Background: an optimization exercise with open tools, aiming at small area, a short achievable clock period and few clock cycles. Do not read the settings as production practice. No activity file was given, so power comes from the tool's default toggle rates.

==> flow/design.v <==
module circle_control(input logic clk, input logic rst_n, input logic [2:0] colour,
                      input logic [7:0] centre_x, input logic [6:0] centre_y, input logic [7:0] diameter,
                      input logic start, output logic done,
                      output logic [7:0] vga_x, output logic [6:0] vga_y,
                      output logic [2:0] vga_colour, output logic vga_plot);
     function automatic logic [9:0] fadd(input logic [9:0] x, input logic [9:0] y, input logic c);
          logic [9:0] p, g, gg, pp;
          p = x ^ y;
          g = x & y;
          g[0] = g[0] | (p[0] & c);
          pp = p;
          for (int l = 0; l < 4; l++) begin
               for (int i = 9; i >= 0; i--) begin
                    if (((i >> l) & 1) == 1) begin
                         g[i]  = g[i] | (pp[i] & g[((i >> l) << l) - 1]);
                         pp[i] = pp[i] & pp[((i >> l) << l) - 1];
                    end
               end
          end
          fadd[0] = p[0] ^ c;
          for (int i = 1; i < 10; i++) fadd[i] = p[i] ^ g[i - 1];
     endfunction
     function automatic logic fcmp(input logic [7:0] x, input logic [7:0] y, input logic c);
          logic [9:0] s;
          s = fadd({2'b00, x}, {2'b00, ~y}, c);
          fcmp = s[8];
     endfunction
     function automatic logic [18:0] fadd19(input logic [18:0] x, input logic [18:0] y);
          logic [18:0] p, g, pp;
          p = x ^ y;
          g = x & y;
          pp = p;
          for (int l = 0; l < 5; l++) begin
               for (int i = 18; i >= 0; i--) begin
                    if (((i >> l) & 1) == 1) begin
                         g[i]  = g[i] | (pp[i] & g[((i >> l) << l) - 1]);
                         pp[i] = pp[i] & pp[((i >> l) << l) - 1];
                    end
               end
          end
          fadd19[0] = p[0];
          for (int i = 1; i < 19; i++) fadd19[i] = p[i] ^ g[i - 1];
     endfunction
     function automatic logic [37:0] csa19(input logic [18:0] x, input logic [18:0] y, input logic [18:0] z);
          logic [18:0] sm, cy;
          sm = x ^ y ^ z;
          cy = ((x & y) | (x & z) | (y & z)) << 1;
          csa19 = {cy, sm};
     endfunction
     logic start_r, start_rr;
     logic [7:0] d_r, cx_r;
     logic [6:0] cy_r;
     always_ff @(posedge clk) begin
          start_r    <= start;
          start_rr   <= start_r;
          d_r        <= diameter;
          cx_r       <= centre_x;
          cy_r       <= centre_y;
          vga_colour <= colour;
     end
     logic [18:0] dz, m6, m3;
     logic [18:0] s296;
     assign dz   = {11'd0, d_r};
     assign s296 = (dz << 8) + (dz << 5) + (dz << 3);
     assign m6   = s296 + dz + 19'd510;
     assign m3   = (s296 << 2) + dz + 19'd1019;
     logic [6:0] dh_c;                                
     assign dh_c = d_r[7:1] + {6'd0, d_r[0]};
     logic [9:0] x1_c, x2_c;
     assign x1_c = fadd({2'b00, cx_r}, {3'b000, dh_c}, 1'b0);
     assign x2_c = fadd({2'b00, cx_r}, ~{3'b000, dh_c}, 1'b1);
     logic [6:0] k6;
     logic [7:0] k3;
     logic [6:0] dh;       
     assign dh = dh_c;
     logic       d0;       
     logic       d1;       
     logic [8:0] x1;       
     logic [7:0] x2;       
     logic       en2;      
     always_ff @(posedge clk) begin
          k6  <= m6[16:10];
          k3  <= m3[18:11];
          d0  <= (d_r == 8'd0);
          d1  <= (d_r == 8'd1);
          x1  <= x1_c[8:0];
          x2  <= x2_c[7:0];
          en2 <= !x2_c[9] && (cx_r != 8'd0);
     end
     logic [9:0] y1_c, y3_c;
     assign y1_c = fadd({3'b000, cy_r}, {3'b000, k6}, 1'b0);
     assign y3_c = fadd({3'b000, cy_r}, ~{2'b00, k3}, 1'b1);
     logic [7:0] y1;       
     logic [6:0] y3;       
     logic       en3;      
     always_ff @(posedge clk) begin
          y1  <= y1_c[7:0];
          y3  <= y3_c[6:0];
          en3 <= !y3_c[9];
     end
     logic [7:0] ox, oy;
     logic [9:0] crit;      
     logic [8:0] dd;        
     logic [9:0] cx10, y110, y310;
     assign cx10 = {2'b00, cx_r};
     assign y110 = {2'b00, y1};
     assign y310 = {3'b000, y3};
     logic [9:0] ox10, oy10;
     assign ox10 = {2'b00, ox};
     assign oy10 = {2'b00, oy};
     logic [9:0] xa1, xb1, xa2, xb2, x3a, x3b, ya, yb, y3x;
     assign xa1 = fadd({1'b0, x1}, ~ox10, 1'b1);
     assign xb1 = fadd({1'b0, x1}, ~oy10, 1'b1);
     assign xa2 = fadd({2'b00, x2}, ox10, 1'b0);
     assign xb2 = fadd({2'b00, x2}, oy10, 1'b0);
     assign x3a = fadd(d0 ? y110 : cx10, oy10, 1'b0);        
     assign x3b = fadd(cx10, ~oy10, 1'b1);
     assign ya  = fadd(y110, ~oy10, 1'b1);
     assign yb  = fadd(y110, ~ox10, 1'b1);
     assign y3x = fadd(y310, ox10, 1'b0);
     function automatic logic in159(input logic [9:0] v);    
          in159 = !v[9] && (v[8:0] != 9'd0) && (v[8:0] <= 9'd159);
     endfunction
     function automatic logic in119(input logic [9:0] v);    
          in119 = !v[9] && (v[8:0] != 9'd0) && (v[8:0] <= 9'd119);
     endfunction
     logic eq, ax, oxgt, oygt, oyge, oxk;
     assign eq   = (dd == 9'd0);
     assign ax   = (oy == 8'd0);
     assign oxgt = !(d1 || (d0 && ax));
     assign oygt = fcmp(oy, {1'b0, dh}, 1'b0);
     assign oyge = fcmp(oy, {1'b0, dh}, 1'b1);
     logic [9:0] ks, kc, kd;
     assign ks   = y310 ^ ox10 ^ ~y110;
     assign kc   = ((y310 & ox10) | (y310 & ~y110) | (ox10 & ~y110)) << 1;
     assign kd   = fadd(ks, kc, 1'b0);
     assign oxk  = !kd[9];
     logic ya_ok, yb_ok, y3x_ok;
     assign ya_ok  = in119(ya);
     assign yb_ok  = in119(yb);
     assign y3x_ok = en3 && (y3x <= 10'd99) && oxk;
     logic [6:0] cand;
     assign cand[0] = in159(xa1) && oxgt && ya_ok;
     assign cand[1] = in159(xb1) && oygt && yb_ok && !eq;
     assign cand[2] = en2 && (xa2 <= 10'd159) && ya_ok && !(eq && !ax);
     assign cand[3] = en2 && (xb2 <= 10'd159) && oyge && yb_ok && !ax;
     assign cand[4] = (x3a <= 10'd159) && (x3a != 10'd0) && y3x_ok;
     assign cand[5] = in159(x3b) && y3x_ok && !ax;
     assign cand[6] = d0 && !ax && !xa1[9] && (xa1 != 10'd0) && (x3a <= 10'd99);
     logic cpos, lval;
     assign cpos = !crit[9];
     assign lval = dd[8] || eq;                       
     logic [9:0] c1, c2;
     assign c1 = fadd(crit, {1'b0, oy, 1'b1}, 1'b0);                        
     assign c2 = fadd(crit, {dd, 1'b1}, 1'b0);                             
     logic [6:0] cr;        
     logic [7:0] oxc, oyc;
     logic busy;
     logic [6:0] sel;       
     assign sel = cr & ~{cr[5:0] | {cr[4:0], 1'b0} | {cr[3:0], 2'b0} | {cr[2:0], 3'b0} |
                         {cr[1:0], 4'b0} | {cr[0], 5'b0}, 1'b0};
     logic adv;
     assign adv = ((cr & ~sel) == 7'd0);
     logic [7:0] xbase, xoff, ybase, yoff;
     logic xs, ys, uox;
     assign uox   = sel[0] | sel[2] | sel[6];           
     assign xs    = sel[0] | sel[1] | sel[5] | sel[6];
     assign ys    = sel[0] | sel[1] | sel[2] | sel[3];
     assign xbase = ({8{sel[0] | sel[1]}} & x1[7:0]) | ({8{sel[2] | sel[3]}} & x2) |
                    ({8{sel[4] | sel[5] | sel[6]}} & cx_r);
     assign ybase = ys ? y1 : {1'b0, y3};
     assign xoff  = uox ? oxc : oyc;
     assign yoff  = uox ? oyc : oxc;
     logic [9:0] pxs, pys;
     assign pxs = fadd({2'b00, xbase ^ {8{xs}}}, {2'b00, xoff}, 1'b0);
     assign pys = fadd({2'b00, ybase ^ {8{ys}}}, {2'b00, yoff}, 1'b0);
     always_ff @(posedge clk) begin
          if (!start_r) begin
               ox   <= d_r;
               oy   <= 8'd0;
               crit <= 10'd0 - {2'b00, d_r};
               dd   <= 9'd0 - {1'b0, d_r};
          end else if (!start_rr || (busy && adv && lval)) begin
               ox   <= cpos ? ox - 8'd1 : ox;
               oy   <= oy + 8'd1;
               crit <= cpos ? c2 : c1;
               dd   <= (d0 && ax) ? 9'h102 : dd + (cpos ? 9'd2 : 9'd1);
          end
          if (!start_rr) begin
               cr   <= cand;
               oxc  <= ox;
               oyc  <= oy;
               busy <= 1'b1;
          end else if (busy) begin
               if (adv) begin
                    cr   <= cand;
                    oxc  <= ox;
                    oyc  <= oy;
                    busy <= lval;
               end else begin
                    cr <= cr & ~sel;
               end
          end
          vga_x    <= pxs[7:0] ^ {8{xs}};
          vga_y    <= pys[6:0] ^ {7{ys}};
          vga_plot <= rst_n && start && start_rr && busy && (cr != 7'd0);
          if (!rst_n || !start) done <= 1'b0;
          else if (start_rr && busy && adv && !lval) done <= 1'b1;
     end
endmodule
module reuleaux(input logic clk, input logic rst_n, input logic [2:0] colour,
                input logic [7:0] centre_x, input logic [6:0] centre_y, input logic [7:0] diameter,
                input logic start, output logic done,
                output logic [7:0] vga_x, output logic [6:0] vga_y,
                output logic [2:0] vga_colour, output logic vga_plot);
     circle_control u_ctl(.clk(clk), .rst_n(rst_n), .colour(colour), .centre_x(centre_x),
                          .centre_y(centre_y), .diameter(diameter), .start(start), .done(done),
                          .vga_x(vga_x), .vga_y(vga_y), .vga_colour(vga_colour), .vga_plot(vga_plot));
endmodule
export LEC_CHECK = 0
export CAP_MARGIN = 20
export CORE_MARGIN = 2
export CORE_UTILIZATION = 40
export SLEW_MARGIN = 20
create_clock -name core_clock -period 10.0 [get_ports {clk}]
standard.sh (not shown) runs the stock make flow with config.mk's settings and CLKGATE_MAP_FILE= SYNTH_SCRIPT=/design/flow/synth_recipe.tcl, a recipe that flattens the netlist after the stock synthesis.
==> flow/flow/run.sh <==
#!/bin/bash
set -euo pipefail
bash standard.sh finish SETUP_SLACK_MARGIN=6.8 > standard_flow.log 2>&1
Change:
--- a/flow/design.v
+++ b/flow/design.v
@@ -47,51 +47,50 @@
           cy = ((x & y) | (x & z) | (y & z)) << 1;
           csa19 = {cy, sm};
      endfunction
      logic start_r, start_rr;
      logic [7:0] d_r, cx_r;
-     logic [6:0] cy_r;
      always_ff @(posedge clk) begin
           start_r    <= start;
           start_rr   <= start_r;
           d_r        <= diameter;
           cx_r       <= centre_x;
-          cy_r       <= centre_y;
           vga_colour <= colour;
      end
-     logic [18:0] dz, m6, m3;
-     logic [18:0] s296;
-     assign dz   = {11'd0, d_r};
-     assign s296 = (dz << 8) + (dz << 5) + (dz << 3);
-     assign m6   = s296 + dz + 19'd510;
-     assign m3   = (s296 << 2) + dz + 19'd1019;
+     logic [18:0] dz, m6, m3, s296_c;
+     assign dz     = {11'd0, d_r};
+     assign s296_c = (dz << 8) + (dz << 5) + (dz << 3);
      logic [6:0] dh_c;                                
      assign dh_c = d_r[7:1] + {6'd0, d_r[0]};
      logic [9:0] x1_c, x2_c;
      assign x1_c = fadd({2'b00, cx_r}, {3'b000, dh_c}, 1'b0);
      assign x2_c = fadd({2'b00, cx_r}, ~{3'b000, dh_c}, 1'b1);
-     logic [6:0] k6;
-     logic [7:0] k3;
+     logic [13:0] s296;    
      logic [6:0] dh;       
      assign dh = dh_c;
      logic       d0;       
      logic       d1;       
      logic [8:0] x1;       
      logic [7:0] x2;       
      logic       en2;      
      always_ff @(posedge clk) begin
-          k6  <= m6[16:10];
-          k3  <= m3[18:11];
+          s296 <= s296_c[16:3];
           d0  <= (d_r == 8'd0);
           d1  <= (d_r == 8'd1);
           x1  <= x1_c[8:0];
           x2  <= x2_c[7:0];
           en2 <= !x2_c[9] && (cx_r != 8'd0);
      end
+     assign m6 = {2'b00, s296, 3'b000} + dz + 19'd510;
+     assign m3 = {s296, 5'b00000} + dz + 19'd1019;
+     logic [6:0] k6;
+     logic [7:0] k3;
+     assign k6 = m6[16:10];
+     assign k3 = m3[18:11];
      logic [9:0] y1_c, y3_c;
-     assign y1_c = fadd({3'b000, cy_r}, {3'b000, k6}, 1'b0);
-     assign y3_c = fadd({3'b000, cy_r}, ~{2'b00, k3}, 1'b1);
+     assign y1_c = fadd({3'b000, centre_y}, {3'b000, k6}, 1'b0);
+     assign y3_c = fadd({3'b000, centre_y}, ~{2'b00, k3}, 1'b1);
      logic [7:0] y1;       
      logic [6:0] y3;       
      logic       en3;      
      always_ff @(posedge clk) begin
           y1  <= y1_c[7:0];
@@ -159,23 +158,25 @@
      logic [6:0] sel;       
      assign sel = cr & ~{cr[5:0] | {cr[4:0], 1'b0} | {cr[3:0], 2'b0} | {cr[2:0], 3'b0} |
                          {cr[1:0], 4'b0} | {cr[0], 5'b0}, 1'b0};
      logic adv;
      assign adv = ((cr & ~sel) == 7'd0);
-     logic [7:0] xbase, xoff, ybase, yoff;
-     logic xs, ys, uox;
-     assign uox   = sel[0] | sel[2] | sel[6];           
-     assign xs    = sel[0] | sel[1] | sel[5] | sel[6];
-     assign ys    = sel[0] | sel[1] | sel[2] | sel[3];
-     assign xbase = ({8{sel[0] | sel[1]}} & x1[7:0]) | ({8{sel[2] | sel[3]}} & x2) |
-                    ({8{sel[4] | sel[5] | sel[6]}} & cx_r);
-     assign ybase = ys ? y1 : {1'b0, y3};
-     assign xoff  = uox ? oxc : oyc;
-     assign yoff  = uox ? oyc : oxc;
-     logic [9:0] pxs, pys;
-     assign pxs = fadd({2'b00, xbase ^ {8{xs}}}, {2'b00, xoff}, 1'b0);
-     assign pys = fadd({2'b00, ybase ^ {8{ys}}}, {2'b00, yoff}, 1'b0);
+     logic [9:0] pxa, pxb, pxc, pya, pyc;
+     logic       sc;                                  
+     assign sc  = !cr[4];
+     assign pxa = fadd({2'b00, ~x1[7:0]}, {2'b00, cr[0] ? oxc : oyc}, 1'b0);           
+     assign pxb = fadd({2'b00, x2}, {2'b00, cr[2] ? oxc : oyc}, 1'b0);                 
+     assign pxc = fadd({2'b00, cx_r ^ {8{sc}}}, {2'b00, (cr[4] | cr[5]) ? oyc : oxc}, 1'b0);  
+     assign pya = fadd({2'b00, ~y1}, {2'b00, (cr[0] | (!cr[1] & cr[2])) ? oyc : oxc}, 1'b0);  
+     assign pyc = fadd({3'b000, y3}, {2'b00, (cr[4] | cr[5]) ? oxc : oyc}, 1'b0);    
+     logic ga, gb;
+     assign ga = cr[0] | cr[1];
+     assign gb = cr[2] | cr[3];
+     logic [7:0] px;
+     logic [6:0] py;
+     assign px = ga ? ~pxa[7:0] : gb ? pxb[7:0] : (pxc[7:0] ^ {8{sc}});
+     assign py = (ga | gb) ? ~pya[6:0] : pyc[6:0];
      always_ff @(posedge clk) begin
           if (!start_r) begin
                ox   <= d_r;
                oy   <= 8'd0;
                crit <= 10'd0 - {2'b00, d_r};
@@ -199,12 +200,12 @@
                     busy <= lval;
                end else begin
                     cr <= cr & ~sel;
                end
           end
-          vga_x    <= pxs[7:0] ^ {8{xs}};
-          vga_y    <= pys[6:0] ^ {7{ys}};
+          vga_x    <= px;
+          vga_y    <= py;
           vga_plot <= rst_n && start && start_rr && busy && (cr != 7'd0);
           if (!rst_n || !start) done <= 1'b0;
           else if (start_rr && busy && adv && !lval) done <= 1'b1;
      end
 endmodule
Sequential power decreases by about 3%.
Worst setup slack gets better by 0.0040 ns.
Synthesized area increases by 3.7%.
Clock-buffer cell count decreases by 4.
Fmax hardly moves.
No functional check of the RTL was part of any run of this note.

==> static timing again, ports no longer ideal <==
Ports are ideal in the flow. The routed layouts listed here were re-timed in OpenROAD.
Step 1: set_driving_cell puts a clkbuf_16 on clk and a buf_2 on each other input, an assumption about the parent block.
Step 2 moves the port delays by t, midway between the first and last clock arrival at a register: inputs arrive t later, outputs are due t later. That takes back most of the time a late clock gives input paths.
Three values: ideal ports, drivers, drivers and shift; two values: the first two.
| run | shift t [ns] | slack for setup (ns) | slew at the worst register clock pin (ns) | cell pins on the clock port's net |
|---|---|---|---|---|
| the first run | 0.481 | 6.629 / 6.629 / 6.629 | 0.07 / 0.07 | 1 |
| the second run | 0.486 | 6.633 / 6.633 / 6.282 | 0.07 / 0.07 | 1 |
After both steps every run listed still meets setup and hold. For the second run, which loses most, drivers alone change the setup slack by 0.000 ns; drivers and shift together by -0.351 ns.
